This is an optimization exercise on Yosys and OpenROAD, whose aim is small area, a short achievable clock period and few clock cycles per item, not a production implementation. Only simulation tests tie the RTL to the original design; equivalence was not proved. No activity file was given, so power comes from the tool's default toggle rates.

`design.v`:
```
module Rsa256Core (
	input          i_clk,
	input          i_rst,
	input          i_start,
	input  [255:0] i_a,  
	input  [255:0] i_d,  
	input  [255:0] i_n,
	output [255:0] o_a_pow_d,  
	output         o_finished
);
localparam int W  = 260;    
localparam int NI = 129;    
localparam int J  = 4;      
localparam int RT = W / 2;  
localparam int CL = 132;    
localparam int NS = 4;      
localparam int SW = W / NS;
localparam logic [2:0] P_PRE  = 3'd0;
localparam logic [2:0] P_FIX  = 3'd1;
localparam logic [2:0] P_ONE  = 3'd2;
localparam logic [2:0] P_ZERO = 3'd3;
localparam logic [2:0] P_SQ   = 3'd4;
localparam logic [2:0] P_MUL  = 3'd5;
localparam logic [2:0] P_FIN  = 3'd6;
localparam logic [2:0] S_IDLE  = 3'd0;
localparam logic [2:0] S_ACT   = 3'd1;  
localparam logic [2:0] S_CONV  = 3'd2;  
localparam logic [2:0] S_WAIT  = 3'd3;  
localparam logic [2:0] S_CLEAN = 3'd4;  
logic         Nr1;       
logic [15:0]  Dr;        
logic [256:0] A;         
logic [W-1:0] M;         
logic [W-1:0] S, C;      
logic [2:0] st;
logic [2:0] pk;          
logic [7:0] cnt;         
logic [7:0] cnt1;        
logic [7:0] rc;          
logic [8:0] k;           
logic [7:0] e;           
logic [7:0] cl;          
logic       found, dzero, dvalid;
logic       neg;         
logic       allq;
logic       finish;
logic       mult, one, q1f, q2f;
logic [5:0] ctl [NS];    
logic [5:0] ctl_n;
logic       mq, y10, y11, y20;
logic       cb;          
assign o_finished = finish;
logic [W-1:0] Nw, Aw, Sg, y1, y2, y2s, n1, n2, n2s;
logic [W-1:0] aS, aCr, aC, bS, bCr, bC;
logic [W-1:0] cS, cCr, cC, dS, dCr, dC;
logic [NS-1:0] q1s, q2s;
logic         q1, q2;
for (genvar s = 0; s < NS; s++) begin : g_slice
	RsaCtlReg u_ctl (.clk(i_clk), .d(ctl_n), .q(ctl[s]));
	RsaQ u_q (.s0(S[0]), .s1(S[1]), .c0(C[0]), .c1(C[1]), .cb(cb), .mq(mq), .y10(y10),
	          .y11(y11), .y20(y20), .n1(Nr1), .q1f(q1f), .q2f(q2f), .q1(q1s[s]), .q2(q2s[s]));
	for (genvar i = s * SW; i < (s + 1) * SW; i++) begin : g_bit
		assign Sg[i] = S[i] & !ctl[s][5];
		assign y1[i] = (ctl[s][4] & M[i]) | (ctl[s][3] & Aw[i]) | (i == 0 && one);
		assign y2[i] = (ctl[s][2] & M[i]) | (ctl[s][1] & Aw[i]);
		assign n1[i] = (q1s[s] & Nw[i]) | (ctl[s][0] & !Nw[i]);
		assign n2[i] = q2s[s] & Nw[i];
	end
end
assign q1 = q1s[0];
assign q2 = q2s[0];
always_comb begin
	Nw  = {{(W-256){1'b0}}, i_n};
	Aw  = {{(W-257){1'b0}}, A};
	y2s = {y2[W-2:0], y2[W-1] | cb};
	n2s = {n2[W-2:0], n2[W-1]};
	aC  = {aCr[W-2:0], aCr[W-1]};
	bC  = {bCr[W-2:0], bCr[W-1]};
	cC  = {cCr[W-2:0], cCr[W-1]};
	dC  = {dCr[W-2:0], dCr[W-1]};
end
for (genvar i = 0; i < W; i++) begin : g_csa
	RsaFa fa_a (.a(Sg[i]), .b(C[i]),  .c(y1[i]),  .s(aS[i]), .co(aCr[i]));
	RsaFa fa_b (.a(aS[i]), .b(aC[i]), .c(y2s[i]), .s(bS[i]), .co(bCr[i]));
	RsaFa fa_c (.a(bS[i]), .b(bC[i]), .c(n1[i]),  .s(cS[i]), .co(cCr[i]));
	RsaFa fa_d (.a(cS[i]), .b(cC[i]), .c(n2s[i]), .s(dS[i]), .co(dCr[i]));
end
always_ff @(posedge i_clk) begin
	S  <= {dS[1:0] & {2{!mult}}, dS[W-1:2]};
	C  <= {dC[1:0] & {2{!mult}}, dC[W-1:2]};
	cb <= mult & dS[1];
end
logic [W-1:0] Srot;
assign Srot = {S[W-1-2*J:0], S[W-1:W-2*J]};
logic Czero, cap;
assign Czero = ~|C;
assign cap   = (st == S_CONV) && (rc == J) && Czero;
logic [W-1:0] Sout;
assign Sout = {S[W-3-2*J:0], S[W-1:W-2-2*J]};
assign o_a_pow_d = Sout[255:0];
logic Dbit;
assign Dbit = Dr[e[7:4]];
always_ff @(posedge i_clk) begin
	for (int j = 0; j < 16; j++) Dr[j] <= i_d[16*j + e[3:0]];
	Nr1 <= i_n[1];
end
logic ldA;
assign ldA = cap && (pk == P_PRE || pk == P_FIX);
always_ff @(posedge i_clk) begin
	if (cap) M <= Srot;
	if (st == S_IDLE) A <= {1'b0, i_a};
	else if (ldA) A <= Srot[256:0];
end
logic [2:0] nxt_after_pre;
always_comb begin
	if (dzero)        nxt_after_pre = P_ONE;
	else if (e == 0)  nxt_after_pre = P_FIN;
	else              nxt_after_pre = P_SQ;
end
logic [1:0] xnext, mn, an;
always_comb begin
	if (st == S_ACT) xnext = {M[{cnt1, 1'b1}], M[{cnt1, 1'b0}]};
	else if (cap)    xnext = Srot[1:0];
	else             xnext = M[1:0];
	mn = cap ? Srot[1:0] : M[1:0];
	an = ldA ? Srot[1:0] : A[1:0];
end
logic       go;      
logic [2:0] gok;     
logic       gneg;    
always_comb begin
	go = 1'b0; gok = P_PRE; gneg = neg;
	if (st == S_IDLE) begin
		go = i_start && cl == CL; gok = P_PRE; gneg = 1'b0;
	end else if (st == S_CLEAN) begin
		go = cl == CL; gok = P_PRE; gneg = 1'b0;
	end else if (st == S_WAIT) begin
		go = found; gok = nxt_after_pre;
	end else if (cap) begin
		gneg = Srot[W-1];
		go = 1'b1;
		case (pk)
		P_PRE: begin
			if (k != 9'd257)   gok = P_PRE;
			else if (Srot[W-1]) gok = P_FIX;
			else begin go = found; gok = nxt_after_pre; end
		end
		P_FIX: begin go = found; gok = nxt_after_pre; end
		P_SQ: begin
			if (Dbit)         gok = P_MUL;
			else if (e == 0)  gok = P_FIN;
			else              gok = P_SQ;
		end
		P_MUL: gok = (e == 0) ? P_FIN : P_SQ;
		P_FIN: begin go = allq; gok = P_ZERO; end
		default: go = 1'b0;  
		endcase
	end
end
logic       n_mult, n_x1M, n_x1A, n_x2M, n_x2A;
logic       n_yM;    
always_comb begin
	n_mult = 1'b0; n_x1M = 1'b0; n_x1A = 1'b0; n_x2M = 1'b0; n_x2A = 1'b0;
	n_yM = 1'b1;
	if (go && (gok == P_SQ || gok == P_MUL || gok == P_FIN)) begin
		n_mult = 1'b1;
		n_yM = gok != P_MUL;
		if (gok == P_FIN) n_x1M = 1'b1;
		else begin
			n_x1M = xnext[0] & n_yM;
			n_x1A = xnext[0] & !n_yM;
			n_x2M = xnext[1] & n_yM;
			n_x2A = xnext[1] & !n_yM;
		end
	end else if (st == S_ACT && cnt != NI - 1) begin
		n_mult = 1'b1;
		n_yM = pk != P_MUL;
		if (pk != P_FIN) begin
			n_x1M = xnext[0] & n_yM;
			n_x1A = xnext[0] & !n_yM;
			n_x2M = xnext[1] & n_yM;
			n_x2A = xnext[1] & !n_yM;
		end
	end
end
logic n_pre, n_pre_a;
always_comb begin
	n_pre   = go && gok == P_PRE;
	n_pre_a = n_pre && (st == S_IDLE || st == S_CLEAN);
	ctl_n = '0;
	if (!i_rst) begin
		ctl_n[5] = go;                                               
		ctl_n[4] = (n_mult & n_x1M) | (go && gok == P_FIX);          
		ctl_n[3] = n_x1A;                                            
		ctl_n[2] = (n_mult & n_x2M) | (n_pre & !n_pre_a);            
		ctl_n[1] = n_x2A | n_pre_a;                                  
		ctl_n[0] = n_pre & !gneg;                                    
	end
end
always_ff @(posedge i_clk) begin
	finish <= 1'b0;
	mult <= n_mult;
	one  <= go && gok == P_ONE;
	q1f  <= n_pre && gneg;
	q2f  <= go && gok == P_FIX;
	mq  <= n_mult & !go;
	y10 <= (n_x1M & mn[0]) | (n_x1A & an[0]);
	y11 <= (n_x1M & mn[1]) | (n_x1A & an[1]);
	y20 <= (n_x2M & mn[0]) | (n_x2A & an[0]);
	if (cl != CL) cl <= cl + 8'd1;
	if (st != S_IDLE && !found) begin
		if (dvalid) begin
			if (Dbit) found <= 1'b1;
			else if (e == 0) begin found <= 1'b1; dzero <= 1'b1; end
			else begin e <= e - 8'd1; dvalid <= 1'b0; end
		end else dvalid <= 1'b1;
	end
	case (st)
	S_ACT: begin
		if (cnt == NI - 1) begin
			st <= S_CONV; rc <= 8'd0;
		end else begin
			cnt <= cnt + 8'd1;
			cnt1 <= cnt1 + 8'd1;
		end
		if (pk == P_FIN) allq <= allq & q1 & q2;
	end
	S_CONV: begin
		rc <= (rc == RT - 1) ? 8'd0 : rc + 8'd1;
		if (cap) begin
			neg <= Srot[W-1];
			if (pk == P_PRE) k <= k + 9'd1;
			if (!go) begin
				st <= (pk == P_PRE || pk == P_FIX) ? S_WAIT : S_IDLE;
				finish <= !(pk == P_PRE || pk == P_FIX);
			end
		end
	end
	default: ;
	endcase
	if (go) begin
		pk  <= gok;
		if (gok == P_SQ || gok == P_MUL || gok == P_FIN) begin
			st   <= S_ACT;
			cnt  <= 8'd0;
			cnt1 <= 8'd1;
			allq <= 1'b1;
			if (gok == P_SQ) e <= e - 8'd1;
		end else begin
			st <= S_CONV;
			rc <= 8'd0;
		end
	end
	if (st == S_IDLE && i_start) begin
		k <= 9'd0; e <= 8'd255; found <= 1'b0; dzero <= 1'b0; dvalid <= 1'b0; neg <= 1'b0;
		if (cl != CL) st <= S_CLEAN;
	end
	if (i_rst) begin
		st <= S_IDLE;
		finish <= 1'b0;
		cl <= 8'd0;
		mult <= 1'b0; one <= 1'b0; q1f <= 1'b0; q2f <= 1'b0;
		mq <= 1'b0; y10 <= 1'b0; y11 <= 1'b0; y20 <= 1'b0;
	end
end
endmodule
module RsaCtlReg (
	input              clk,
	input        [5:0] d,
	output logic [5:0] q
);
always_ff @(posedge clk) q <= d;
endmodule
module RsaQ (
	input  s0, s1, c0, c1, cb, mq, y10, y11, y20, n1, q1f, q2f,
	output q1, q2
);
logic [2:0] t0;   
logic       q1m, c0p;
assign t0  = {2'b0, mq & s0} + {2'b0, mq & c0} + {2'b0, y10} + {2'b0, cb};
assign q1m = t0[0];
assign q1  = q1m | q1f;
assign c0p = (t0 == 3'd1) || (t0 == 3'd2);  
assign q2  = ((mq & (s1 ^ c1)) ^ y11 ^ y20 ^ (q1m & n1) ^ c0p) | q2f;
endmodule
module RsaFa (
	input  a,
	input  b,
	input  c,
	output s,
	output co
);
assign s  = a ^ b ^ c;
assign co = (a & b) | (a & c) | (b & c);
endmodule
```
`flow/run.sh`:
```
#!/bin/bash
set -euo pipefail
PRE=${PRE:-8.5}
POST=${POST:-10.0}
BUF="BUFFER_PORTS_ARGS=-buffer_cell sky130_fd_sc_hd__buf_2"
bash standard.sh synth > synth.log 2>&1
bash standard.sh SETUP_SLACK_MARGIN=$PRE "$BUF" place > place.log 2>&1
bash standard.sh SETUP_SLACK_MARGIN=$POST "$BUF" finish > finish.log 2>&1
```
`standard.sh`:
```
#!/bin/bash
# synth_recipe.tcl (not shown) runs the flow's synth.tcl, then flattens the netlist and writes it again
# the make line also repeats each setting of config.mk as NAME=value (left out here)
make -C /OpenROAD-flow-scripts/flow DESIGN_CONFIG=/design/flow/config.mk WORK_HOME=/design/flow/orfs CLKGATE_MAP_FILE= SYNTH_SCRIPT=/design/flow/synth_recipe.tcl "${@:-finish}"
```
`config.mk`:
```
export PLATFORM = sky130hd
export DESIGN_NAME = Rsa256Core
export DESIGN_NICKNAME = Rsa256Core
export VERILOG_FILES = /design/flow/design.v
export SDC_FILE = /design/flow/constraint.sdc
export NUM_CORES = 4
export LEC_CHECK = 0
export ABC_CLOCK_PERIOD_IN_PS = 3500
export CAP_MARGIN = 30
export CORE_MARGIN = 2
export CORE_UTILIZATION = 55
export CTS_CLUSTER_DIAMETER = 100
export CTS_CLUSTER_SIZE = 20
export SETUP_SLACK_MARGIN = 0.6
export SLEW_MARGIN = 20
export SYNTH_HIERARCHICAL = 1
```
`constraint.sdc`:
```
create_clock -name core_clock -period 14.0 [get_ports {i_clk}]
set_input_delay 2.8000 -clock core_clock [delete_from_list [all_inputs] [get_ports {i_clk}]]
set_output_delay 2.8000 -clock core_clock [all_outputs]
set_load 0.01 [all_outputs]
```
==> results of run 1 <==
## power by group through the flow
stage	Clock, mW	Sequential [mW]	Combinational [mW]
floorplan	0	4.62	2.78
global placement	0	5.25	3.32
detailed placement	0	5.25	3.37
CTS	2.20	5.11	4.62
global route	2.30	5.16	5.09
finish	2.18	5.14	4.62
## per-stage QoR
| step | worst slack, ps | hold slack, ps | power [mW] |
|---|---|---|---|
| 2_1_floorplan | 5152 | 400.5 | 7.406 |
| 3_3_place_gp | 7879 | 414.9 | 8.567 |
| 3_5_place_dp | 8491 | 414.0 | 8.622 |
| 4_1_cts | 9894 | 436.6 | 11.92 |
| 5_1_grt | 9888 | 457.5 | 12.55 |
| 6_report | 9910 | 438.3 | 11.94 |
## synth_stat cells (9+ instances only)
cell type and count:
sky130_fd_sc_hd__and3_1 11, sky130_fd_sc_hd__o211ai_1 9, sky130_fd_sc_hd__a22o_1 513, sky130_fd_sc_hd__nand4_1 26
sky130_fd_sc_hd__clkbuf_1 271, sky130_fd_sc_hd__dfxtp_1 629, sky130_fd_sc_hd__nor3_1 15, sky130_fd_sc_hd__inv_1 38
sky130_fd_sc_hd__buf_1 41, sky130_fd_sc_hd__and2_1 272, sky130_fd_sc_hd__xor2_1 20, sky130_fd_sc_hd__nor2b_1 270
sky130_fd_sc_hd__mux2i_1 29, sky130_fd_sc_hd__buf_4 263, sky130_fd_sc_hd__nor4_1 88, sky130_fd_sc_hd__xnor2_1 19
sky130_fd_sc_hd__nor2_1 88, sky130_fd_sc_hd__nand3_1 22, sky130_fd_sc_hd__fa_1 1044, sky130_fd_sc_hd__ha_1 19
sky130_fd_sc_hd__buf_2 9, sky130_fd_sc_hd__mux4_2 142, sky130_fd_sc_hd__a21oi_1 22, sky130_fd_sc_hd__mux2_2 258
sky130_fd_sc_hd__o21ai_0 30, sky130_fd_sc_hd__edfxtp_1 519, sky130_fd_sc_hd__nand2_1 824, sky130_fd_sc_hd__nand2b_1 14
## sequential cells by signal, indices dropped and copies added, names as in the netlist, 3 cells and up
signal and count:
cnt 8, C 260, M 260, A 257, S 260, st 3
Dr 16, e 8, g_slice.u_ctl.q 24, cnt1 8, pk 3, cl 8
rc 8, k 9
## timing repair
item,in CTS,in global routing
hold buffers,0,0
pin swaps,1,0
setup endpoints to repair,880,240
cloned,5,1
resized for setup,726,21
setup buffers,228,2
## metal layers
layer,GRT usage (%),wire length (um),up-vias
li1,-,-,21010
met1,52.73,103200,26710
met2,60.89,122500,2769
met3,9.229,25700,516
met4,18.09,14700,36
met5,0,242,-
## final cells by class
class / instances / share of cell area, %
multi-input cells: 3879 / 50.13
flip-flops and latches: 1148 / 34.70
repair buffers: 1315 / 9.964
well taps: 1768 / 2.631
clock buffers: 113 / 2.250
inverters: 38 / 0.1696
clock inverters: 5 / 0.09821
diodes: 18 / 0.05357
## placed cells by master, fill, tap and decap left out, drive strengths merged, types with 7 or more instances in the layout
cell type  Yosys  routed
buf          320    1313
fa          1044    1044
nand2        825     828
dfxtp        629     629
edfxtp       519     519
a22o         513     513
and2         272     272
nor2b        270     270
mux2         258     258
mux4         142     142
clkbuf       271     113
nor4          90      90
nor2          89      89
inv           38      40
o21ai         33      33
mux2i         29      29
nand4         29      29
a21oi         24      24
nand3         22      22
xor2          20      20
xnor2         19      19
ha            19      19
diode          0      18
nor3          17      17
nand2b        14      15
and3          11      11
o211ai         9       9
nor4b          9       9
o22ai          8       8
a21o           8       8
nand4b         7       7
a31oi          7       7
or3            7       7
## cell families (layout without fill, tap and decap cells)
| group | Yosys count | count (layout) | share of synthesized area [%] |
|---|---|---|---|
| xor gates and xnor gates | 43 | 43 | 0.5875 |
| other | 1 | 22 | 0.005103 |
| buffers and inverters | 629 | 1471 | 4.666 |
| muxes | 429 | 429 | 8.701 |
| DFF | 1148 | 1148 | 38.35 |
| and+or+nand+nor | 1678 | 1682 | 11.36 |
| adders and majority gates | 1063 | 1063 | 28.77 |
| AOI/OAI and AO/OA | 658 | 658 | 7.567 |
## per-module statistics from Yosys (local to each module, per instance)
| module | flops+latches | cells inside | copies in the design | area (um^2) |
|---|---|---|---|---|
| Rsa256Core | 1124 | 4501 | 1 | 51470 |
| RsaFa | 0 | 1 | 1040 | 20.02 |
| RsaQ | 0 | 21 | 4 | 177.7 |
| RsaCtlReg | 6 | 6 | 4 | 120.1 |
## final timing paths
path | start | endpoint | slack, ps | cells after the start
setup reg to reg | C[123] | st[1] | 9990 | 10
setup / recovery | S[189] | o_a_pow_d[199] | 9910 | 1
hold / removal | S[249] | M[257] | 440 | 0
hold reg to reg | S[249] | M[257] | 440 | 0
==> tab_implementation.tex, run 1 <==
\begin{tabular}{lr}
\hline
Metric & Value \\
\hline
\multicolumn{2}{l}{\textbf{Global route}} \\
\quad Largest net degree at the start of global routing & 152 \\
\quad Global router's overall resource usage & 39.26\% \\
\quad Grt total ovfl & 0 \\
\quad Antenna violations before repair & 46 \\
\quad Wire length of the first global-routing pass & 381.5 mm \\
\quad Number of global-route vias before repair & 53390 \\
\multicolumn{2}{l}{\textbf{Synthesis}} \\
\quad Yosys warnings & 9 \\
\quad Library cell occupying the most area in the post-synthesis netlist & sky130\_fd\_sc\_hd\_\_fa\_1 \\
\quad Post-synthesis instance area & 0.07348 mm\^{}2 \\
\quad Top flip-flop cell by instance count after synthesis & sky130\_fd\_sc\_hd\_\_dfxtp\_1 \\
\quad Post-synth ARST share & 0\% \\
\quad Fraction of synthesized cell area taken by the top area cell type & 28.44\% \\
\quad Sequential fraction of the synthesis area & 38.35\% \\
\quad Post-synth EDFFs & 519 \\
\quad Number of synthesized register bits & 1148 \\
\quad Unique masters post-synth & 86 \\
\quad Gate count after technology mapping & 5649 \\
\quad Syn Area/Cell & 13.01 um\^{}2 \\
\quad Most area-consuming cells after synthesis & sky130\_fd\_sc\_hd\_\_fa\_1 28\%, sky130\_fd\_sc\_hd\_\_edfxtp\_1 21\%, sky130\_fd\_sc\_hd\_\_dfxtp\_1 17\% \\
\multicolumn{2}{l}{\textbf{CTS}} \\
\quad Clock tree from TritonCTS & built \\
\quad Number of levels the H-tree was split into & 3 \\
\quad TritonCTS buffer count & 67 \\
\quad Clk buf depth & 3 \\
\quad Clock slew seen by the registers of the worst setup and hold paths & 90 ps \\
\quad Root buffer cell & sky130\_fd\_sc\_hd\_\_clkbuf\_16 \\
\quad Clock latency reported for the late side of the worst-skew pair & 680 ps \\
\quad CTS sink cnt & 1148 \\
\multicolumn{2}{l}{\textbf{STA}} \\
\quad Final critical path time including I/O delays and setup & 4090 ps \\
\quad Number of setup violations in the final report & 0 \\
\quad Number of max-slew violations in the final report & 0 \\
\quad Unrepaired setup endpoints after global routing & true \\
\quad Achievable clock frequency & 0.2445 GHz \\
\quad Clock skew & 39.21 ps \\
\quad Slew of the pin with the lowest slew margin & 1069 ps \\
\quad Setup TNS & 0 ps \\
\quad Max-Slew Margin vs Limit & 28.73\% \\
\quad Final critical-path share of the clock period & 29.22\% \\
\quad Number of hold-slack violations in the final timing report & 0 \\
\multicolumn{2}{l}{\textbf{Route}} \\
\quad Average wire per cell in the routed design & 32.15 um \\
\quad Overall via count from detail\_route & 51040 \\
\quad DRC violations left & 0 \\
\quad Drt first-iter violations & 4709 \\
\quad Detail-routed via count per cell & 6.161 \\
\quad Routed wire length & 266.4 mm \\
\quad Drt first pass iters & 6 \\
\quad Post-detailed-route count of antenna-violating nets & 0 \\
\multicolumn{2}{l}{\textbf{Floorplan}} \\
\quad Starting density of the core & 55.27\% \\
\quad Total die area & 0.1365 mm\^{}2 \\
\quad Die outline width & 369.5 um \\
\quad Number of core rows & 134 \\
\quad Number of top-level pins & 1028 \\
\quad Chip height & 369.5 um \\
\quad Placeable core region & 0.1330 mm\^{}2 \\
\multicolumn{2}{l}{\textbf{Pwr}} \\
\quad Areal power density over the cells & 142.0 mW/mm\^{}2 \\
\quad Part of the total power dissipated in the clock network & 18.2\% \\
\quad Leak & 37.44 nW \\
\quad Switching share of total power & 36.70\% \\
\quad Peak supply drop & 0.08288 mV \\
\quad Part of the power in combinational logic & 38.7\% \\
\quad Sequential power share & 43.0\% \\
\quad P\_sw & 4.383 mW \\
\quad Internal power & 7.559 mW \\
\multicolumn{2}{l}{\textbf{Critical path}} \\
\quad Cell-by-cell trace of the critical path & buf\_6 \\
\quad Library cell contributing the largest single delay on the critical path & sky130\_fd\_sc\_hd\_\_dfxtp\_4 \\
\quad Category of the critical setup timing path & reg -> out \\
\quad Worst endpoint data arrival time & 1290 ps \\
\quad Maximum fanout along the worst path & 4 \\
\quad Data required time of the worst path & 11200 ps \\
\quad Type of origin of the critical path & flop \\
\quad Crit path buf inv count & 1 \\
\quad Maximum cell stage delay along the critical path & 470 ps \\
\quad CP top delay family & flip-flops \\
\quad Crit end category & output port \\
\multicolumn{2}{l}{\textbf{Cells and area}} \\
\quad Fraction of layout instances using a drive strength above 1 & 33.01\% \\
\quad Post-synthesis to final-layout area growth & 14.43\% \\
\quad Total area of multi-input combinational cells & 0.04215 mm\^{}2 \\
\quad Final core utilization & 63.24\% \\
\quad Filler instances & 10480 \\
\quad Area of all placed cells without fillers & 0.08409 mm\^{}2 \\
\quad Number of non-filler instances in the completed layout & 8284 \\
\quad Area used by sequential logic in the layout & 0.02918 mm\^{}2 \\
\quad Number of nets at the end of the flow & 8283 \\
\multicolumn{2}{l}{\textbf{Placement}} \\
\quad Post-detail-place hpwl & 188.7 mm \\
\quad Placed inst area & 0.07816 mm\^{}2 \\
\quad Count of buffers from port buffering & 1027 \\
\quad Total instance count after detailed placement & 7911 \\
\quad Final estimated routing congestion in global placement & 0.9333 \\
\multicolumn{2}{l}{\textbf{Hold path}} \\
\quad Class of the worst hold path & reg -> reg \\
\multicolumn{2}{l}{\textbf{Run status}} \\
\quad Result of the run & timing/DRC/antenna clean \\
\multicolumn{2}{l}{\textbf{Flow run}} \\
\quad Number of max-cap violations & 0 \\
\hline
\end{tabular}
Testbench counts, summed over its fixed seeds: cycles 1,267,081, items 24.
==> inputs of run 2 (changes only) <==
==> flow/run.sh (replaced) <==
#!/bin/bash
set -euo pipefail
PRE=${PRE:-8.5}
POST=${POST:-10.1}
BUF="BUFFER_PORTS_ARGS=-buffer_cell sky130_fd_sc_hd__buf_2"
bash standard.sh synth > synth.log 2>&1
bash standard.sh SETUP_SLACK_MARGIN=$PRE "$BUF" place > place.log 2>&1
bash standard.sh SETUP_SLACK_MARGIN=$POST "$BUF" finish > finish.log 2>&1
==> run 2 against run 1 <==
  * Sequential cell count stayed put
  * Utilization increased by 0.66 points
  * Combinational power grew 4.8%
  * Worst setup slack got worse by 2.3 ps
  * Final area is 1.0% higher
  * Clock skew shrank 1.4 ps
  * First-iteration DRC count up 1.5%
  * Sequential share of layout area down 0.36 points
  * Synthesized cell count did not move
  * Cell count increased by 0.14%
  * Via count grew 0.36%
  * Total power is 2.2% higher
  * Still clean
==> tab_implementation.tex, run 2 <==
\begin{tabular}{lr}
\hline
Metric & Value \\
\hline
\multicolumn{2}{l}{\textbf{STA}} \\
\quad Number of max-slew violations in the final report & 0 \\
\quad Unrepaired setup endpoints after global routing & true \\
\quad Slew of the pin with the lowest slew margin & 1138 ps \\
\quad Setup TNS & 0 ps \\
\quad Clock skew & 37.86 ps \\
\quad Number of hold-slack violations in the final timing report & 0 \\
\quad Final critical-path share of the clock period & 29.23\% \\
\quad Max-Slew Margin vs Limit & 24.13\% \\
\quad Final critical path time including I/O delays and setup & 4093 ps \\
\quad Setup slack after layout & 9907 ps \\
\quad Achievable clock frequency & 0.2443 GHz \\
\quad Number of setup violations in the final report & 0 \\
\multicolumn{2}{l}{\textbf{Cells and area}} \\
\quad Commonest non-fill, non-tap cell in the layout & sky130\_fd\_sc\_hd\_\_fa\_1 \\
\quad Final core utilization & 63.91\% \\
\quad Filler instances & 10340 \\
\quad Post-synthesis to final-layout area growth & 15.64\% \\
\quad Registers with the most flip-flops & C: 260 flops, M: 260 flops, S: 260 flops \\
\quad Fraction of layout instances using a drive strength above 1 & 33.16\% \\
\quad Number of nets at the end of the flow & 8293 \\
\quad Area used by sequential logic in the layout & 0.02918 mm\^{}2 \\
\quad Total area of multi-input combinational cells & 0.04218 mm\^{}2 \\
\quad Leading cell types in the layout, fill and taps excluded & 1044 x sky130\_fd\_sc\_hd\_\_fa\_1, 822 x sky130\_fd\_sc\_hd\_\_nand2\_1, 770 x sky130\_fd\_sc\_hd\_\_buf\_2 \\
\multicolumn{2}{l}{\textbf{Flow run}} \\
\quad Number of max-cap violations & 0 \\
\multicolumn{2}{l}{\textbf{Hold path}} \\
\quad Depth of the worst hold-timing path & 0 \\
\quad Class of the worst hold path & reg -> reg \\
\multicolumn{2}{l}{\textbf{Synthesis}} \\
\quad Most area-consuming cells after synthesis & sky130\_fd\_sc\_hd\_\_fa\_1 28\%, sky130\_fd\_sc\_hd\_\_edfxtp\_1 21\%, sky130\_fd\_sc\_hd\_\_dfxtp\_1 17\% \\
\quad Sequential fraction of the synthesis area & 38.35\% \\
\quad Gate count after technology mapping & 5649 \\
\quad Post-synth EDFFs & 519 \\
\quad Post-synthesis instance area & 0.07348 mm\^{}2 \\
\quad Unique masters post-synth & 86 \\
\quad Commonest cells in the synthesized netlist & 1044 x sky130\_fd\_sc\_hd\_\_fa\_1, 824 x sky130\_fd\_sc\_hd\_\_nand2\_1, 629 x sky130\_fd\_sc\_hd\_\_dfxtp\_1, 519 x sky130\_fd\_sc\_hd\_\_edfxtp\_1, 513 x sky130\_fd\_sc\_hd\_\_a22o\_1 \\
\quad Count leader, synth & sky130\_fd\_sc\_hd\_\_fa\_1 \\
\quad Fraction of synthesized cell area taken by the top area cell type & 28.44\% \\
\quad Number of synthesized register bits & 1148 \\
\quad Syn Area/Cell & 13.01 um\^{}2 \\
\quad Library cell occupying the most area in the post-synthesis netlist & sky130\_fd\_sc\_hd\_\_fa\_1 \\
\quad Top flip-flop cell by instance count after synthesis & sky130\_fd\_sc\_hd\_\_dfxtp\_1 \\
\quad Post-synth ARST share & 0\% \\
\quad Yosys warnings & 9 \\
\multicolumn{2}{l}{\textbf{Global route}} \\
\quad Grt total ovfl & 0 \\
\quad Global router's overall resource usage & 39.36\% \\
\quad Wire length of the first global-routing pass & 382.7 mm \\
\quad Number of global-route vias before repair & 53710 \\
\quad Largest net degree at the start of global routing & 152 \\
\quad Antenna violations before repair & 46 \\
\multicolumn{2}{l}{\textbf{Critical path}} \\
\quad Data required time of the worst path & 11200 ps \\
\quad Type of origin of the critical path & flop \\
\quad Cell count of the worst reg-to-reg path & 11 \\
\quad Category of the critical setup timing path & reg -> out \\
\quad Crit end category & output port \\
\quad Maximum fanout along the worst path & 2 \\
\quad Worst endpoint data arrival time & 1290 ps \\
\multicolumn{2}{l}{\textbf{CTS}} \\
\quad Clock slew seen by the registers of the worst setup and hold paths & 80 ps \\
\quad CTS sink cnt & 1148 \\
\quad Clock tree from TritonCTS & built \\
\quad Number of levels the H-tree was split into & 3 \\
\quad Clk buf depth & 3 \\
\quad Root buffer cell & sky130\_fd\_sc\_hd\_\_clkbuf\_16 \\
\quad Clock latency reported for the late side of the worst-skew pair & 680 ps \\
\quad TritonCTS buffer count & 67 \\
\multicolumn{2}{l}{\textbf{Route}} \\
\quad Detail-routed via count per cell & 6.174 \\
\quad Drt first pass iters & 5 \\
\quad Routed wire length & 267.8 mm \\
\quad DRC violations left & 0 \\
\quad Average wire per cell in the routed design & 32.28 um \\
\quad Post-detailed-route count of antenna-violating nets & 0 \\
\quad Drt first-iter violations & 4779 \\
\quad Overall via count from detail\_route & 51220 \\
\multicolumn{2}{l}{\textbf{Floorplan}} \\
\quad Total die area & 0.1365 mm\^{}2 \\
\quad Number of core rows & 134 \\
\quad Starting density of the core & 55.27\% \\
\quad Number of top-level pins & 1028 \\
\quad Placeable core region & 0.1330 mm\^{}2 \\
\quad Chip height & 369.5 um \\
\quad Die outline width & 369.5 um \\
\multicolumn{2}{l}{\textbf{Pwr}} \\
\quad Total power draw & 12.20 mW \\
\quad Leak & 37.74 nW \\
\quad Areal power density over the cells & 143.6 mW/mm\^{}2 \\
\quad Peak supply drop & 0.08278 mV \\
\multicolumn{2}{l}{\textbf{Placement}} \\
\quad Post-detail-place hpwl & 188.7 mm \\
\quad Count of buffers from port buffering & 1027 \\
\quad Final estimated routing congestion in global placement & 0.9333 \\
\quad Worst slack at placement & 8491 ps \\
\multicolumn{2}{l}{\textbf{Run status}} \\
\quad Result of the run & timing/DRC/antenna clean \\
\hline
\end{tabular}
==> run 2: layer usage <==
metal	track usage (%)	part of all wire, %	vias to the layer above
met5	0	0.089	-
met2	61.18	46	2790
li1	-	-	21040
met1	52.79	39	26840
met3	9.144	9.6	514
met4	18.19	5.5	36
==> run 2: kinds of logic (layout without fill, tap and decap cells) <==
family | after synthesis | after routing | share of synthesized area (%)
and+or+nand+nor | 1678 | 1683 | 11.36
DFF | 1148 | 1148 | 38.35
adders and majority gates | 1063 | 1063 | 28.77
AOI/OAI and AO/OA | 658 | 658 | 7.567
buffers and inverters | 629 | 1480 | 4.666
muxes | 429 | 429 | 8.701
xor gates and xnor gates | 43 | 43 | 0.5875
other | 1 | 24 | 0.005103
==> run 2: per-module statistics from Yosys, one instance, submodules excluded <==
module	cell area (um^2)	cells	flops+latches	copies in the design
Rsa256Core	51470	4501	1124	1
RsaCtlReg	120.1	6	6	4
RsaFa	20.02	1	0	1040
RsaQ	177.7	21	0	4
==> run 2: worst paths after layout <==
| check | end | startpoint | slack [ps] |
|---|---|---|---|
| hold reg to reg | M[257] | S[249] | 440 |
| hold / removal | M[257] | S[249] | 440 |
| setup / recovery | o_a_pow_d[2] | S[252] | 9910 |
| setup reg to reg | S[168] | mq | 10080 |
==> run 2: what timing repair did <==
| action | in CTS | in global routing |
|---|---|---|
| gates cloned | 5 | 3 |
| pin swaps | 1 | 0 |
| hold buffers | 0 | 0 |
| setup endpoints to repair | 893 | 617 |
| setup buffers | 232 | 6 |
| gates resized for setup | 858 | 22 |
==> run 2: final cells by class <==
class | instances | area share [%]
Antenna cell | 20 | 0.05890
Clock buffer | 113 | 2.227
Clock inverter | 5 | 0.09719
Inverter | 38 | 0.1679
Multi-Input combinational cell | 3880 | 49.65
Sequential cell | 1148 | 34.35
Tap cell | 1768 | 2.603
Timing Repair Buffer | 1324 | 10.85
==> run 2: worst max-delay path, stage by stage (launching register included) <==
cell,delay [ps]
sky130_fd_sc_hd__dfxtp_2,330
sky130_fd_sc_hd__buf_6,140
sky130_fd_sc_hd__buf_6,140
==> run 2: power breakdown <==
group          internal, mW  switching, mW  total [mW]  leakage (nW)
Sequential             4.46          0.718        5.18          10.3
Combinational          2.33           2.51        4.84          26.5
Clock                 0.971           1.21        2.18         0.944
Total                  7.77           4.43        12.2          37.7
==> run 2: stage by stage <==
step	instances	hold WS (ps)	area, um^2
2_1_floorplan	5652	400.5	73530
3_3_place_gp	7910	414.9	78140
3_5_place_dp	7911	414.0	78160
4_1_cts	8266	436.6	84720
5_1_grt	8285	457.7	84940
6_report	8296	440.6	84970
==> inputs of run 3 (changes only) <==
==> flow/run.sh (replaced) <==
#!/bin/bash
set -euo pipefail
PRE=${PRE:-8.5}
POST=${POST:-9.8}
BUF="BUFFER_PORTS_ARGS=-buffer_cell sky130_fd_sc_hd__buf_2"
bash standard.sh synth > synth.log 2>&1
bash standard.sh SETUP_SLACK_MARGIN=$PRE "$BUF" place > place.log 2>&1
bash standard.sh SETUP_SLACK_MARGIN=$POST "$BUF" finish > finish.log 2>&1
==> run 3 against run 2 <==
  * Combinational power shrank about 30%
  * Via count down 3.5%
  * Critical path depth down 1
  * Sequential cell count stayed put
  * Maximum frequency is 2.7% lower
  * Highest routed layer unchanged
  * Synthesized cell count unchanged
  * Non-clock buffer count shrank 237
  * Final area down 5.1%
==> tab_implementation.tex, run 3 <==
\begin{tabular}{lr}
\hline
Metric & Value \\
\hline
\multicolumn{2}{l}{\textbf{Run status}} \\
\quad Result of the run & timing/DRC/antenna clean \\
\multicolumn{2}{l}{\textbf{Critical path}} \\
\quad Crit path buf inv count & 1 \\
\quad Cell count of the worst reg-to-reg path & 10 \\
\quad Critical path endpoint & o\_a\_pow\_d[160] \\
\quad Category of the critical setup timing path & reg -> out \\
\quad Worst endpoint data arrival time & 1410 ps \\
\quad End of the worst register-to-register path & A[105] \\
\quad Maximum cell stage delay along the critical path & 530 ps \\
\quad Maximum fanout along the worst path & 4 \\
\quad Number of gates on the worst path with buffers counted & 1 \\
\quad Cell-by-cell trace of the critical path & buf\_2 \\
\quad Library cell contributing the largest single delay on the critical path & sky130\_fd\_sc\_hd\_\_dfxtp\_1 \\
\quad Crit end category & output port \\
\quad Startpoint of the worst-slack reg-to-reg timing path & C[67] \\
\quad R2r setup slk & 9900 ps \\
\quad Data required time of the worst path & 11200 ps \\
\quad Origin of the worst setup path & S[150] \\
\quad Type of origin of the critical path & flop \\
\quad CP top delay family & flip-flops \\
\multicolumn{2}{l}{\textbf{Cells and area}} \\
\quad Number of non-filler instances in the completed layout & 8059 \\
\quad Fraction of layout instances using a drive strength above 1 & 27.50\% \\
\quad Filler instances & 10790 \\
\quad Final core utilization & 60.62\% \\
\quad Area used by sequential logic in the layout & 0.02836 mm\^{}2 \\
\quad Post-synthesis to final-layout area growth & 9.694\% \\
\quad Commonest non-fill, non-tap cell in the layout & sky130\_fd\_sc\_hd\_\_fa\_1 \\
\quad Number of nets at the end of the flow & 8054 \\
\quad Total area of multi-input combinational cells & 0.04210 mm\^{}2 \\
\quad Registers with the most flip-flops & C: 260 flops, M: 260 flops, S: 260 flops \\
\quad Leading cell types in the layout, fill and taps excluded & 1044 x sky130\_fd\_sc\_hd\_\_fa\_1, 1017 x sky130\_fd\_sc\_hd\_\_buf\_2, 822 x sky130\_fd\_sc\_hd\_\_nand2\_1 \\
\multicolumn{2}{l}{\textbf{Floorplan}} \\
\quad Starting density of the core & 55.27\% \\
\quad Chip height & 369.5 um \\
\quad Die outline width & 369.5 um \\
\quad Number of core rows & 134 \\
\quad Number of top-level pins & 1028 \\
\quad Total die area & 0.1365 mm\^{}2 \\
\quad Placeable core region & 0.1330 mm\^{}2 \\
\multicolumn{2}{l}{\textbf{Route}} \\
\quad Overall via count from detail\_route & 49440 \\
\quad Drt first-iter violations & 4565 \\
\quad Drt first pass iters & 6 \\
\quad Routed wire length & 255.9 mm \\
\quad Detail-routed via count per cell & 6.134 \\
\quad DRC violations left & 0 \\
\quad Average wire per cell in the routed design & 31.75 um \\
\quad Post-detailed-route count of antenna-violating nets & 0 \\
\multicolumn{2}{l}{\textbf{STA}} \\
\quad Clock skew & 39.15 ps \\
\quad Number of hold-slack violations in the final timing report & 0 \\
\quad Final critical path time including I/O delays and setup & 4206 ps \\
\quad Max-Slew Margin vs Limit & 29.56\% \\
\quad Achievable clock frequency & 0.2377 GHz \\
\quad Smallest hold slack & 441.3 ps \\
\quad Setup slack after layout & 9794 ps \\
\quad Number of max-slew violations in the final report & 0 \\
\quad Number of setup violations in the final report & 0 \\
\quad Setup TNS & 0 ps \\
\quad Final critical-path share of the clock period & 30.04\% \\
\quad Unrepaired setup endpoints after global routing & false \\
\quad Slew of the pin with the lowest slew margin & 1053 ps \\
\multicolumn{2}{l}{\textbf{Synthesis}} \\
\quad Gate count after technology mapping & 5649 \\
\quad Sequential fraction of the synthesis area & 38.35\% \\
\quad Unique masters post-synth & 86 \\
\quad Post-synth ARST share & 0\% \\
\quad Top flip-flop cell by instance count after synthesis & sky130\_fd\_sc\_hd\_\_dfxtp\_1 \\
\quad Yosys warnings & 9 \\
\quad Syn Area/Cell & 13.01 um\^{}2 \\
\quad Library cell occupying the most area in the post-synthesis netlist & sky130\_fd\_sc\_hd\_\_fa\_1 \\
\quad Most area-consuming cells after synthesis & sky130\_fd\_sc\_hd\_\_fa\_1 28\%, sky130\_fd\_sc\_hd\_\_edfxtp\_1 21\%, sky130\_fd\_sc\_hd\_\_dfxtp\_1 17\% \\
\quad Post-synth EDFFs & 519 \\
\quad Commonest cells in the synthesized netlist & 1044 x sky130\_fd\_sc\_hd\_\_fa\_1, 824 x sky130\_fd\_sc\_hd\_\_nand2\_1, 629 x sky130\_fd\_sc\_hd\_\_dfxtp\_1, 519 x sky130\_fd\_sc\_hd\_\_edfxtp\_1, 513 x sky130\_fd\_sc\_hd\_\_a22o\_1 \\
\quad Fraction of synthesized cell area taken by the top area cell type & 28.44\% \\
\quad Count leader, synth & sky130\_fd\_sc\_hd\_\_fa\_1 \\
\quad Number of synthesized register bits & 1148 \\
\quad Post-synthesis instance area & 0.07348 mm\^{}2 \\
\multicolumn{2}{l}{\textbf{Pwr}} \\
\quad Peak supply drop & 0.07720 mV \\
\quad Sequential power share & 48.5\% \\
\quad Switching share of total power & 37.87\% \\
\quad Part of the power in combinational logic & 31.3\% \\
\quad Areal power density over the cells & 134.0 mW/mm\^{}2 \\
\quad P\_sw & 4.089 mW \\
\quad Internal power & 6.710 mW \\
\quad Part of the total power dissipated in the clock network & 20.1\% \\
\quad Leak & 35.92 nW \\
\multicolumn{2}{l}{\textbf{CTS}} \\
\quad Clock latency reported for the late side of the worst-skew pair & 680 ps \\
\quad Root buffer cell & sky130\_fd\_sc\_hd\_\_clkbuf\_16 \\
\quad TritonCTS buffer count & 67 \\
\quad Clock slew seen by the registers of the worst setup and hold paths & 90 ps \\
\quad Number of levels the H-tree was split into & 3 \\
\quad Clock tree from TritonCTS & built \\
\quad Clk buf depth & 3 \\
\quad CTS sink cnt & 1148 \\
\multicolumn{2}{l}{\textbf{Global route}} \\
\quad Antenna violations before repair & 48 \\
\quad Wire length of the first global-routing pass & 370.5 mm \\
\quad Largest net degree at the start of global routing & 152 \\
\quad Global router's overall resource usage & 37.94\% \\
\quad Grt total ovfl & 0 \\
\quad Number of global-route vias before repair & 52020 \\
\multicolumn{2}{l}{\textbf{Placement}} \\
\quad Worst slack at placement & 8491 ps \\
\quad Final estimated routing congestion in global placement & 0.9333 \\
\quad Total instance count after detailed placement & 7911 \\
\quad Count of buffers from port buffering & 1027 \\
\quad Post-detail-place hpwl & 188.7 mm \\
\multicolumn{2}{l}{\textbf{Flow run}} \\
\quad Number of max-cap violations & 0 \\
\multicolumn{2}{l}{\textbf{Hold path}} \\
\quad Class of the worst hold path & reg -> reg \\
\hline
\end{tabular}
run 3: cell count changes in the layout (fill, tap and decap cells not counted), moves of 3 or more:
cell,delta
sky130_fd_sc_hd__buf_2,+247
sky130_fd_sc_hd__buf_4,-221
sky130_fd_sc_hd__buf_6,-255
sky130_fd_sc_hd__buf_8,-7
sky130_fd_sc_hd__dfxtp_1,+189
sky130_fd_sc_hd__dfxtp_2,+47
sky130_fd_sc_hd__dfxtp_4,-236
sky130_fd_sc_hd__nor4_1,+3
run 3: worst min path at each step:
stage,from,end,slack [ps],cells after the start
after floorplan,S[249],M[257],400,0
after global placement,S[249],M[257],410,0
after detailed placement,S[249],M[257],410,0
after CTS,S[249],M[257],440,0
after global routing,S[249],M[257],460,0
final,S[249],M[257],440,0
run 3: timing repair:
item / in CTS / in global routing
pin swaps: 1 / 0
endpoints found under the setup margin: 394 / 360
resized for setup: 108 / 16
cloned: 4 / 0
hold buffers: 0 / 0
buffers inserted: 1 / 2
run 3: final cells by class:
cell class / instances / share of cell area, %
flip-flops and latches: 1148 / 35.18
well taps: 1768 / 2.744
multi-input cells: 3878 / 52.23
clock inverters: 5 / 0.1025
inverters: 38 / 0.1770
repair buffers: 1087 / 7.147
clock buffers: 113 / 2.347
diodes: 22 / 0.06830
run 3: stage by stage:
stage | power (mW) | instance area (um^2)
finish | 10.80 | 80600
global route | 11.42 | 80570
CTS | 10.84 | 80450
detailed placement | 8.622 | 78160
global placement | 8.567 | 78140
floorplan | 7.406 | 73530
run 3: metal layers:
layer	routed length [um]	GRT usage, %	vias to the layer above	share of wire [%]
met3	23470	8.584	454	9.2
li1	-	-	20540	-
met4	13330	16.08	40	5.2
met2	117400	58.79	2426	46
met5	253	0	-	0.099
met1	101500	51.79	25980	40
run 3: power by group through the flow:
stage                     combinational, mW  clock [mW]  sequential, mW
after detailed placement               3.37           0            5.25
after CTS                              3.43        2.20            5.21
after global placement                 3.32           0            5.25
after floorplan                        2.78           0            4.62
after global routing                   3.85        2.31            5.26
final                                  3.38        2.18            5.24
run 3: kinds of logic (layout without fill, tap and decap cells):
logic type	Yosys count	after routing	synth area share [%]
adder cells (fa/ha/maj)	1063	1063	28.77
AO/OA/AOI/OAI	658	658	7.567
buffers and inverters	629	1243	4.666
XOR/XNOR	43	43	0.5875
multiplexers	429	429	8.701
other	1	26	0.005103
AND/OR/NAND/NOR	1678	1681	11.36
flip-flops	1148	1148	38.35
run 3: modules after synthesis, one instance, submodules excluded:
module | cell area, um^2 | flip-flops and latches
RsaCtlReg | 120.1 | 6
RsaQ | 177.7 | 0
RsaFa | 20.02 | 0
Rsa256Core | 51470 | 1124
==> inputs of run 4 (changes only) <==
--- a/config.mk
+++ b/config.mk
@@ -8,7 +8,7 @@
 export ABC_CLOCK_PERIOD_IN_PS = 3500
 export CAP_MARGIN = 30
 export CORE_MARGIN = 2
-export CORE_UTILIZATION = 55
+export CORE_UTILIZATION = 65
 export CTS_CLUSTER_DIAMETER = 100
 export CTS_CLUSTER_SIZE = 20
 export SETUP_SLACK_MARGIN = 0.6
==> run 4 against run 3 <==
  * Still clean
  * Cell count is 3.3% lower
  * Maximum frequency is essentially flat
  * Critical path depth is the same
  * Total power grew 0.74%
  * Global-route usage rose by 6.2 points
  * Worst hold slack gained 6.6 ps
  * Worst setup slack got worse by 3.2 ps
  * Register-to-register slack got worse by 100 ps
  * Sequential cell count stayed put
  * Utilization is 11 points higher
  * Die area down 15%
  * Critical path type unchanged
==> tab_implementation.tex, run 4 <==
\begin{tabular}{lr}
\hline
Metric & Value \\
\hline
\multicolumn{2}{l}{\textbf{Synthesis}} \\
\quad Most area-consuming cells after synthesis & sky130\_fd\_sc\_hd\_\_fa\_1 28\%, sky130\_fd\_sc\_hd\_\_edfxtp\_1 21\%, sky130\_fd\_sc\_hd\_\_dfxtp\_1 17\% \\
\quad Yosys warnings & 9 \\
\quad Gate count after technology mapping & 5649 \\
\quad Syn Area/Cell & 13.01 um\^{}2 \\
\quad Fraction of synthesized cell area taken by the top area cell type & 28.44\% \\
\quad Post-synth ARST share & 0\% \\
\quad Library cell occupying the most area in the post-synthesis netlist & sky130\_fd\_sc\_hd\_\_fa\_1 \\
\quad Post-synth EDFFs & 519 \\
\quad Count leader, synth & sky130\_fd\_sc\_hd\_\_fa\_1 \\
\quad Post-synthesis instance area & 0.07348 mm\^{}2 \\
\quad Unique masters post-synth & 86 \\
\quad Number of synthesized register bits & 1148 \\
\quad Top flip-flop cell by instance count after synthesis & sky130\_fd\_sc\_hd\_\_dfxtp\_1 \\
\quad Commonest cells in the synthesized netlist & 1044 x sky130\_fd\_sc\_hd\_\_fa\_1, 824 x sky130\_fd\_sc\_hd\_\_nand2\_1, 629 x sky130\_fd\_sc\_hd\_\_dfxtp\_1, 519 x sky130\_fd\_sc\_hd\_\_edfxtp\_1, 513 x sky130\_fd\_sc\_hd\_\_a22o\_1 \\
\quad Sequential fraction of the synthesis area & 38.35\% \\
\multicolumn{2}{l}{\textbf{Critical path}} \\
\quad Type of origin of the critical path & flop \\
\quad CP top delay family & flip-flops \\
\quad Library cell contributing the largest single delay on the critical path & sky130\_fd\_sc\_hd\_\_dfxtp\_1 \\
\quad Cell count of the worst reg-to-reg path & 10 \\
\quad Crit path buf inv count & 1 \\
\quad Data required time of the worst path & 11200 ps \\
\quad End of the worst register-to-register path & y11 \\
\quad Cell-by-cell trace of the critical path & buf\_2 \\
\quad Crit end category & output port \\
\quad Maximum cell stage delay along the critical path & 490 ps \\
\quad R2r setup slk & 9800 ps \\
\quad Maximum fanout along the worst path & 4 \\
\quad Category of the critical setup timing path & reg -> out \\
\quad Startpoint of the worst-slack reg-to-reg timing path & rc[2] \\
\quad Worst endpoint data arrival time & 1410 ps \\
\multicolumn{2}{l}{\textbf{Placement}} \\
\quad Worst slack at placement & 9018 ps \\
\quad Count of buffers from port buffering & 1027 \\
\quad Post-detail-place hpwl & 186.4 mm \\
\quad Final estimated routing congestion in global placement & 0.9744 \\
\multicolumn{2}{l}{\textbf{Cells and area}} \\
\quad Filler instances & 7952 \\
\quad Leading cell types in the layout, fill and taps excluded & 1044 x sky130\_fd\_sc\_hd\_\_fa\_1, 1009 x sky130\_fd\_sc\_hd\_\_buf\_2, 822 x sky130\_fd\_sc\_hd\_\_nand2\_1 \\
\quad Registers with the most flip-flops & C: 260 flops, M: 260 flops, S: 260 flops \\
\quad Commonest non-fill, non-tap cell in the layout & sky130\_fd\_sc\_hd\_\_fa\_1 \\
\quad Fraction of layout instances using a drive strength above 1 & 27.67\% \\
\quad Number of nets at the end of the flow & 8047 \\
\quad Post-synthesis to final-layout area growth & 9.343\% \\
\multicolumn{2}{l}{\textbf{Global route}} \\
\quad Antenna violations before repair & 40 \\
\quad Met3 capacity usage during global routing & 12.18\% \\
\quad GR Layer Usage met1 & 57.80\% \\
\quad Wire length of the first global-routing pass & 364.5 mm \\
\quad Global router's overall resource usage & 44.10\% \\
\quad Largest net degree at the start of global routing & 185 \\
\quad Number of global-route vias before repair & 52500 \\
\quad GRT busiest layer & met2 \\
\quad Met2 demand-to-capacity share in global routing & 65.05\% \\
\quad Grt total ovfl & 0 \\
\multicolumn{2}{l}{\textbf{STA}} \\
\quad Slew of the pin with the lowest slew margin & 1113 ps \\
\quad Unrepaired setup endpoints after global routing & false \\
\quad Achievable clock frequency & 0.2376 GHz \\
\quad Number of max-slew violations in the final report & 0 \\
\quad Setup slack after layout & 9791 ps \\
\quad Setup TNS & 0 ps \\
\quad Number of hold-slack violations in the final timing report & 0 \\
\quad Max-Slew Margin vs Limit & 25.79\% \\
\quad Number of setup violations in the final report & 0 \\
\quad Final critical path time including I/O delays and setup & 4209 ps \\
\quad Clock skew & 38.55 ps \\
\quad Final critical-path share of the clock period & 30.07\% \\
\multicolumn{2}{l}{\textbf{CTS}} \\
\quad Hold\_buf cts & 0 \\
\quad TritonCTS buffer count & 67 \\
\quad Clock latency reported for the late side of the worst-skew pair & 690 ps \\
\quad CTS sink cnt & 1148 \\
\quad Clock tree from TritonCTS & built \\
\quad Number of levels the H-tree was split into & 3 \\
\quad Clock slew seen by the registers of the worst setup and hold paths & 90 ps \\
\quad Root buffer cell & sky130\_fd\_sc\_hd\_\_clkbuf\_16 \\
\quad Clk buf depth & 3 \\
\multicolumn{2}{l}{\textbf{Route}} \\
\quad Post-detailed-route count of antenna-violating nets & 0 \\
\quad Drt first pass iters & 6 \\
\quad Average wire per cell in the routed design & 32.45 um \\
\quad Overall via count from detail\_route & 50710 \\
\quad Drt first-iter violations & 5483 \\
\quad DRC violations left & 0 \\
\quad Routed wire length & 252.8 mm \\
\quad Detail-routed via count per cell & 6.507 \\
\multicolumn{2}{l}{\textbf{Floorplan}} \\
\quad Number of top-level pins & 1028 \\
\quad Total die area & 0.1158 mm\^{}2 \\
\quad Number of core rows & 123 \\
\quad Die outline width & 340.2 um \\
\quad Starting density of the core & 65.40\% \\
\quad Placeable core region & 0.1123 mm\^{}2 \\
\quad Chip height & 340.2 um \\
\multicolumn{2}{l}{\textbf{Hold path}} \\
\quad Depth of the worst hold-timing path & 0 \\
\quad Class of the worst hold path & reg -> reg \\
\quad Worst Min Path Start & S[249] \\
\quad Worst Hold End & M[257] \\
\multicolumn{2}{l}{\textbf{Pwr}} \\
\quad P\_sw & 4.154 mW \\
\quad Peak supply drop & 0.09757 mV \\
\quad Internal power & 6.725 mW \\
\quad Part of the total power dissipated in the clock network & 19.9\% \\
\quad Part of the power in combinational logic & 32.1\% \\
\quad Sequential power share & 48.1\% \\
\quad Areal power density over the cells & 135.4 mW/mm\^{}2 \\
\quad Leak & 35.94 nW \\
\quad Switching share of total power & 38.19\% \\
\multicolumn{2}{l}{\textbf{Run status}} \\
\quad Result of the run & timing/DRC/antenna clean \\
\multicolumn{2}{l}{\textbf{Flow run}} \\
\quad Number of max-cap violations & 0 \\
\hline
\end{tabular}
run 4: cell counts after synthesis:
Identical to the previous run, type by type.
run 4: worst max-delay path by stage:
stage / start / to / slack (ps) / cells past startpoint
floorplan: C[103] / st[1] / 5150 / 8
global placement: C[163] / A[88] / 8650 / 8
detailed placement: C[163] / A[89] / 9020 / 9
CTS: S[83] / o_a_pow_d[93] / 9800 / 1
global route: S[253] / o_a_pow_d[3] / 9800 / 1
finish: S[240] / o_a_pow_d[250] / 9790 / 1
run 4: logic make-up after synthesis:
| family | Yosys count | synth area share, % |
|---|---|---|
| AND/OR/NAND/NOR | 1678 | 11.36 |
| flip-flops | 1148 | 38.35 |
| adder cells (fa/ha/maj) | 1063 | 28.77 |
| AO/OA/AOI/OAI | 658 | 7.567 |
| buffers and inverters | 629 | 4.666 |
| multiplexers | 429 | 8.701 |
| XOR/XNOR | 43 | 0.5875 |
| other | 1 | 0.005103 |
run 4: cell type report:
class                           instances  area (um^2)  area share (%)
Clock inverter                          3        22.52         0.02803
Clock buffer                          119         1967           2.448
Sequential cell                      1148        28370           35.31
Inverter                               38        142.6          0.1775
Multi-Input combinational cell       3876        42080           52.37
Antenna cell                           26        65.06         0.08098
Tap cell                             1500         1877           2.336
Timing Repair Buffer                 1082         5821           7.245
run 4: power by group through the flow:
stage / logic (mW) / clock network, mW / registers (mW)
final: 3.49 / 2.16 / 5.23
after global routing: 3.92 / 2.27 / 5.22
after CTS: 3.49 / 2.17 / 5.16
after detailed placement: 3.43 / 0 / 5.20
after global placement: 3.31 / 0 / 5.20
after floorplan: 2.78 / 0 / 4.62
run 4: routing by layer:
metal	up-vias	share of wire, %
met5	-	0.032
li1	20540	-
met2	3439	44
met4	14	8.2
met3	646	12
met1	26070	35
run 4: Yosys stat by module, one instance, submodules excluded:
module | flip-flops and latches | cells inside
Rsa256Core | 1124 | 4501
RsaCtlReg | 6 | 6
RsaFa | 0 | 1
RsaQ | 0 | 21
run 4: per-stage QoR:
step	cell area, um^2	power, mW	hold slack [ps]	utilization [%]	cells
3_5_place_dp	77790	8.626	430.0	69.24	7636
2_1_floorplan	73530	7.406	400.5	-	5652
6_report	80340	10.88	447.9	71.52	7792
3_3_place_gp	77740	8.516	425.8	69.20	7633
5_1_grt	80320	11.41	473.2	71.50	7784
4_1_cts	80110	10.82	445.3	71.31	7761
run 4: what timing repair did:
| item | 4_1_cts | 5_1_grt |
|---|---|---|
| gates resized for setup | 121 | 21 |
| setup endpoints to repair | 394 | 453 |
| setup buffers | 1 | 1 |
| cloned | 2 | 1 |
==> inputs of run 5 (changes only) <==
==> flow/run.sh (replaced) <==
#!/bin/bash
set -euo pipefail
PRE=${PRE:-8.5}
POST=${POST:-9.8}
BUF="BUFFER_PORTS_ARGS=-buffer_cell sky130_fd_sc_hd__buf_1"
bash standard.sh synth > synth.log 2>&1
bash standard.sh SETUP_SLACK_MARGIN=$PRE "$BUF" place > place.log 2>&1
bash standard.sh SETUP_SLACK_MARGIN=$POST "$BUF" finish > finish.log 2>&1
--- a/config.mk
+++ b/config.mk
@@ -6,7 +6,7 @@
 export NUM_CORES = 4
 export LEC_CHECK = 0
 export ABC_CLOCK_PERIOD_IN_PS = 3500
-export CAP_MARGIN = 30
+export CAP_MARGIN = 15
 export CORE_MARGIN = 2
 export CORE_UTILIZATION = 65
 export CTS_CLUSTER_DIAMETER = 100
==> run 5 against run 4 <==
  * Sequential power about the same
  * Critical path depth unchanged
  * Worst setup slack improved by 5.6 ps
  * Worst hold slack improved by 1.4 ps
  * Largest cell class unchanged
  * Sequential cell count unchanged
  * Total power decreased by 1.2%
  * Die area unchanged
  * Non-clock buffer count decreased by 6
  * Area after synthesis unchanged
  * Still clean
  * Largest power group unchanged
  * Cell count about the same
==> tab_implementation.tex, run 5 <==
\begin{tabular}{lr}
\hline
Metric & Value \\
\hline
\multicolumn{2}{l}{\textbf{Critical path}} \\
\quad Crit end category & output port \\
\quad Category of the critical setup timing path & reg -> out \\
\quad Cell-by-cell trace of the critical path & buf\_2 \\
\quad End of the worst register-to-register path & A[155] \\
\quad Startpoint of the worst-slack reg-to-reg timing path & C[87] \\
\quad Crit path buf inv count & 1 \\
\quad Cell count of the worst reg-to-reg path & 9 \\
\quad Maximum fanout along the worst path & 4 \\
\quad Data required time of the worst path & 11200 ps \\
\quad R2r setup slk & 9810 ps \\
\quad Maximum cell stage delay along the critical path & 490 ps \\
\quad Worst endpoint data arrival time & 1400 ps \\
\quad Library cell contributing the largest single delay on the critical path & sky130\_fd\_sc\_hd\_\_dfxtp\_1 \\
\quad Type of origin of the critical path & flop \\
\quad CP top delay family & flip-flops \\
\multicolumn{2}{l}{\textbf{Pwr}} \\
\quad Peak supply drop & 0.1054 mV \\
\quad Part of the total power dissipated in the clock network & 19.8\% \\
\quad Areal power density over the cells & 136.2 mW/mm\^{}2 \\
\quad Part of the power in combinational logic & 31.5\% \\
\quad Switching share of total power & 38.69\% \\
\quad Internal power & 6.592 mW \\
\quad Leak & 33.13 nW \\
\quad Sequential power share & 48.6\% \\
\quad P\_sw & 4.159 mW \\
\multicolumn{2}{l}{\textbf{Route}} \\
\quad Drt first-iter violations & 5620 \\
\quad Drt first pass iters & 7 \\
\quad Overall via count from detail\_route & 50950 \\
\quad DRC violations left & 0 \\
\quad Detail-routed via count per cell & 6.541 \\
\quad Average wire per cell in the routed design & 32.58 um \\
\quad Post-detailed-route count of antenna-violating nets & 0 \\
\quad Routed wire length & 253.8 mm \\
\multicolumn{2}{l}{\textbf{Cells and area}} \\
\quad Fraction of layout instances using a drive strength above 1 & 12.22\% \\
\quad Commonest non-fill, non-tap cell in the layout & sky130\_fd\_sc\_hd\_\_fa\_1 \\
\quad Number of nets at the end of the flow & 8042 \\
\quad Number of non-filler instances in the completed layout & 7790 \\
\quad Registers with the most flip-flops & C: 260 flops, M: 260 flops, S: 260 flops \\
\quad Post-synthesis to final-layout area growth & 7.412\% \\
\quad Leading cell types in the layout, fill and taps excluded & 1044 x sky130\_fd\_sc\_hd\_\_fa\_1, 961 x sky130\_fd\_sc\_hd\_\_buf\_1, 822 x sky130\_fd\_sc\_hd\_\_nand2\_1 \\
\multicolumn{2}{l}{\textbf{Synthesis}} \\
\quad Post-synth ARST share & 0\% \\
\quad Post-synthesis instance area & 0.07348 mm\^{}2 \\
\quad Yosys warnings & 9 \\
\quad Sequential fraction of the synthesis area & 38.35\% \\
\quad Main combinational cell family by area after synthesis & adder cells \\
\quad Simple-gate share of the synthesized area & 11.36\% \\
\quad Unique masters post-synth & 86 \\
\quad Commonest cells in the synthesized netlist & 1044 x sky130\_fd\_sc\_hd\_\_fa\_1, 824 x sky130\_fd\_sc\_hd\_\_nand2\_1, 629 x sky130\_fd\_sc\_hd\_\_dfxtp\_1, 519 x sky130\_fd\_sc\_hd\_\_edfxtp\_1, 513 x sky130\_fd\_sc\_hd\_\_a22o\_1 \\
\quad Mux cell area share after synthesis & 8.701\% \\
\quad Count leader, synth & sky130\_fd\_sc\_hd\_\_fa\_1 \\
\quad Post-synth EDFFs & 519 \\
\quad Most area-consuming cells after synthesis & sky130\_fd\_sc\_hd\_\_fa\_1 28\%, sky130\_fd\_sc\_hd\_\_edfxtp\_1 21\%, sky130\_fd\_sc\_hd\_\_dfxtp\_1 17\% \\
\quad Library cell occupying the most area in the post-synthesis netlist & sky130\_fd\_sc\_hd\_\_fa\_1 \\
\quad Area share of fa/ha/maj cells after synthesis & 28.77\% \\
\quad Number of synthesized register bits & 1148 \\
\quad Post-synthesis compound-gate area fraction & 7.567\% \\
\quad Xor and xnor fraction of the mapped netlist area & 0.5875\% \\
\quad Syn Area/Cell & 13.01 um\^{}2 \\
\quad Fraction of synthesized cell area taken by the top area cell type & 28.44\% \\
\quad Gate count after technology mapping & 5649 \\
\quad Top flip-flop cell by instance count after synthesis & sky130\_fd\_sc\_hd\_\_dfxtp\_1 \\
\multicolumn{2}{l}{\textbf{CTS}} \\
\quad Clk buf depth & 3 \\
\quad Clock latency reported for the late side of the worst-skew pair & 690 ps \\
\quad Root buffer cell & sky130\_fd\_sc\_hd\_\_clkbuf\_16 \\
\quad Hold\_buf cts & 0 \\
\quad Clock slew seen by the registers of the worst setup and hold paths & 90 ps \\
\quad Number of levels the H-tree was split into & 3 \\
\quad Clock tree from TritonCTS & built \\
\quad CTS sink cnt & 1148 \\
\quad TritonCTS buffer count & 67 \\
\multicolumn{2}{l}{\textbf{Floorplan}} \\
\quad Number of top-level pins & 1028 \\
\quad Starting density of the core & 65.40\% \\
\quad Total die area & 0.1158 mm\^{}2 \\
\quad Number of core rows & 123 \\
\quad Placeable core region & 0.1123 mm\^{}2 \\
\quad Chip height & 340.2 um \\
\quad Die outline width & 340.2 um \\
\multicolumn{2}{l}{\textbf{STA}} \\
\quad Number of hold-slack violations in the final timing report & 0 \\
\quad Unrepaired setup endpoints after global routing & false \\
\quad Number of max-slew violations in the final report & 0 \\
\quad Clock skew & 34.23 ps \\
\quad Final critical-path share of the clock period & 30.03\% \\
\quad Slew of the pin with the lowest slew margin & 1088 ps \\
\quad Max-Slew Margin vs Limit & 26.90\% \\
\quad Final critical path time including I/O delays and setup & 4204 ps \\
\quad Smallest hold slack & 449.3 ps \\
\quad Number of setup violations in the final report & 0 \\
\quad Achievable clock frequency & 0.2379 GHz \\
\quad Setup TNS & 0 ps \\
\quad Setup slack after layout & 9796 ps \\
\multicolumn{2}{l}{\textbf{Global route}} \\
\quad Global router's overall resource usage & 44.36\% \\
\quad Largest net degree at the start of global routing & 82 \\
\quad Met2 demand-to-capacity share in global routing & 65.96\% \\
\quad GR Layer Usage met1 & 58.30\% \\
\quad Grt total ovfl & 0 \\
\quad Met3 capacity usage during global routing & 12.27\% \\
\quad Number of global-route vias before repair & 52870 \\
\quad Antenna violations before repair & 50 \\
\quad Wire length of the first global-routing pass & 366.7 mm \\
\quad GRT busiest layer & met2 \\
\multicolumn{2}{l}{\textbf{Hold path}} \\
\quad Worst Min Path Start & S[249] \\
\quad Class of the worst hold path & reg -> reg \\
\quad Worst Hold End & M[257] \\
\quad Depth of the worst hold-timing path & 0 \\
\multicolumn{2}{l}{\textbf{Placement}} \\
\quad Final estimated routing congestion in global placement & 0.9769 \\
\quad Post-detail-place hpwl & 187.8 mm \\
\quad Count of buffers from port buffering & 1027 \\
\quad Total instance count after detailed placement & 7633 \\
\quad Worst slack at placement & 8235 ps \\
\multicolumn{2}{l}{\textbf{Flow run}} \\
\quad Number of max-cap violations & 0 \\
\multicolumn{2}{l}{\textbf{Run status}} \\
\quad Result of the run & timing/DRC/antenna clean \\
\hline
\end{tabular}
-- run 5: through the flow --
stage | power [mW] | util (%) | cell area, um^2
6_report | 10.75 | 70.25 | 78930
5_1_grt | 11.26 | 70.24 | 78910
4_1_cts | 10.68 | 70.09 | 78740
3_5_place_dp | 8.516 | 68.05 | 76450
3_3_place_gp | 8.403 | 68.05 | 76450
2_1_floorplan | 7.406 | - | 73530
-- run 5: worst max-delay path by stage --
| stage | to | startpoint | slack, ps | depth (start not counted) |
|---|---|---|---|---|
| 6_report | o_a_pow_d[202] | S[192] | 9800 | 1 |
| 5_1_grt | A[147] | C[163] | 9780 | 10 |
| 4_1_cts | o_a_pow_d[114] | S[104] | 9800 | 1 |
| 3_5_place_dp | A[165] | C[87] | 8230 | 9 |
| 3_3_place_gp | A[165] | C[67] | 8290 | 9 |
| 2_1_floorplan | st[1] | C[103] | 5150 | 8 |
-- run 5: area by class of cell --
type                            count  area, um^2
Inverter                           38       142.6
Clock buffer                      116        1903
Tap cell                         1500        1877
Fill cell                        8086       33420
Clock inverter                      4       33.78
Sequential cell                  1148       28380
Timing Repair Buffer             1076        4447
Antenna cell                       31       77.57
Multi-Input combinational cell   3877       42060
-- run 5: repair_timing --
item | CTS | global route
cloned | 3 | 0
setup buffers | 0 | 3
setup endpoints to repair | 430 | 293
pin swaps | 1 | 0
resized for setup | 167 | 40
-- run 5: power groups by stage --
stage | registers, mW | clock network [mW] | logic [mW]
after CTS | 5.16 | 2.13 | 3.39
after floorplan | 4.62 | 0 | 2.78
after global placement | 5.20 | 0 | 3.21
after global routing | 5.22 | 2.24 | 3.80
after detailed placement | 5.20 | 0 | 3.31
final | 5.23 | 2.13 | 3.39
-- run 5: per-module statistics from Yosys, one instance, submodules excluded --
module	flip-flops and latches	times used
Rsa256Core	1124	1
RsaCtlReg	6	4
RsaFa	0	1040
RsaQ	0	4
-- run 5: per-layer routing --
metal | share of wire [%] | routed length, um
met5 | 0.065 | 166
met2 | 45 | 113700
met4 | 7.7 | 19640
met1 | 35 | 89930
met3 | 12 | 30390
-- run 5: kinds of logic (layout without fill, tap and decap cells) --
| logic type | after synthesis | count (layout) |
|---|---|---|
| AND/OR/NAND/NOR | 1678 | 1680 |
| flip-flops | 1148 | 1148 |
| adder cells (fa/ha/maj) | 1063 | 1063 |
| AO/OA/AOI/OAI | 658 | 658 |
| buffers and inverters | 629 | 1234 |
| multiplexers | 429 | 429 |
| XOR/XNOR | 43 | 43 |
| other | 1 | 35 |

port drivers added, routing unchanged:
The results above use ideal ports. As a check the final layouts listed here were re-extracted and re-timed, cells and wires unchanged.
Step 1 sets driving cells, clkbuf_16 on the clock port and buf_2 on the other inputs (assumed; they add their load-dependent delay and slew).
Step 2 moves the port delays by t, midway between the first and last clock arrival at a register: inputs arrive t later, outputs are due t later. That takes back most of the time a late clock gives input paths.
Slacks: ideal / step 1 / step 2; pairs: ideal / step 1.
run	t (ns)	slack for setup (ns)	hold slack, ns	slew at the worst register clock pin (ns)
run 1	0.750	9.910 / 9.821 / 9.326	0.438 / 0.438 / 0.438	0.10 / 0.10
run 2	0.750	9.907 / 9.818 / 9.286	0.441 / 0.441 / 0.441	0.10 / 0.10
run 3	0.748	9.794 / 9.707 / 9.304	0.441 / 0.441 / 0.441	0.10 / 0.10
run 4	0.746	9.791 / 9.712 / 9.169	0.448 / 0.448 / 0.448	0.10 / 0.10
run 5	0.753	9.796 / 9.713 / 9.303	0.449 / 0.449 / 0.449	0.10 / 0.10
After both steps setup and hold are still met in every run listed. For run 4, which loses most, drivers alone change the setup slack by -0.079 ns; drivers and shift together by -0.622 ns.
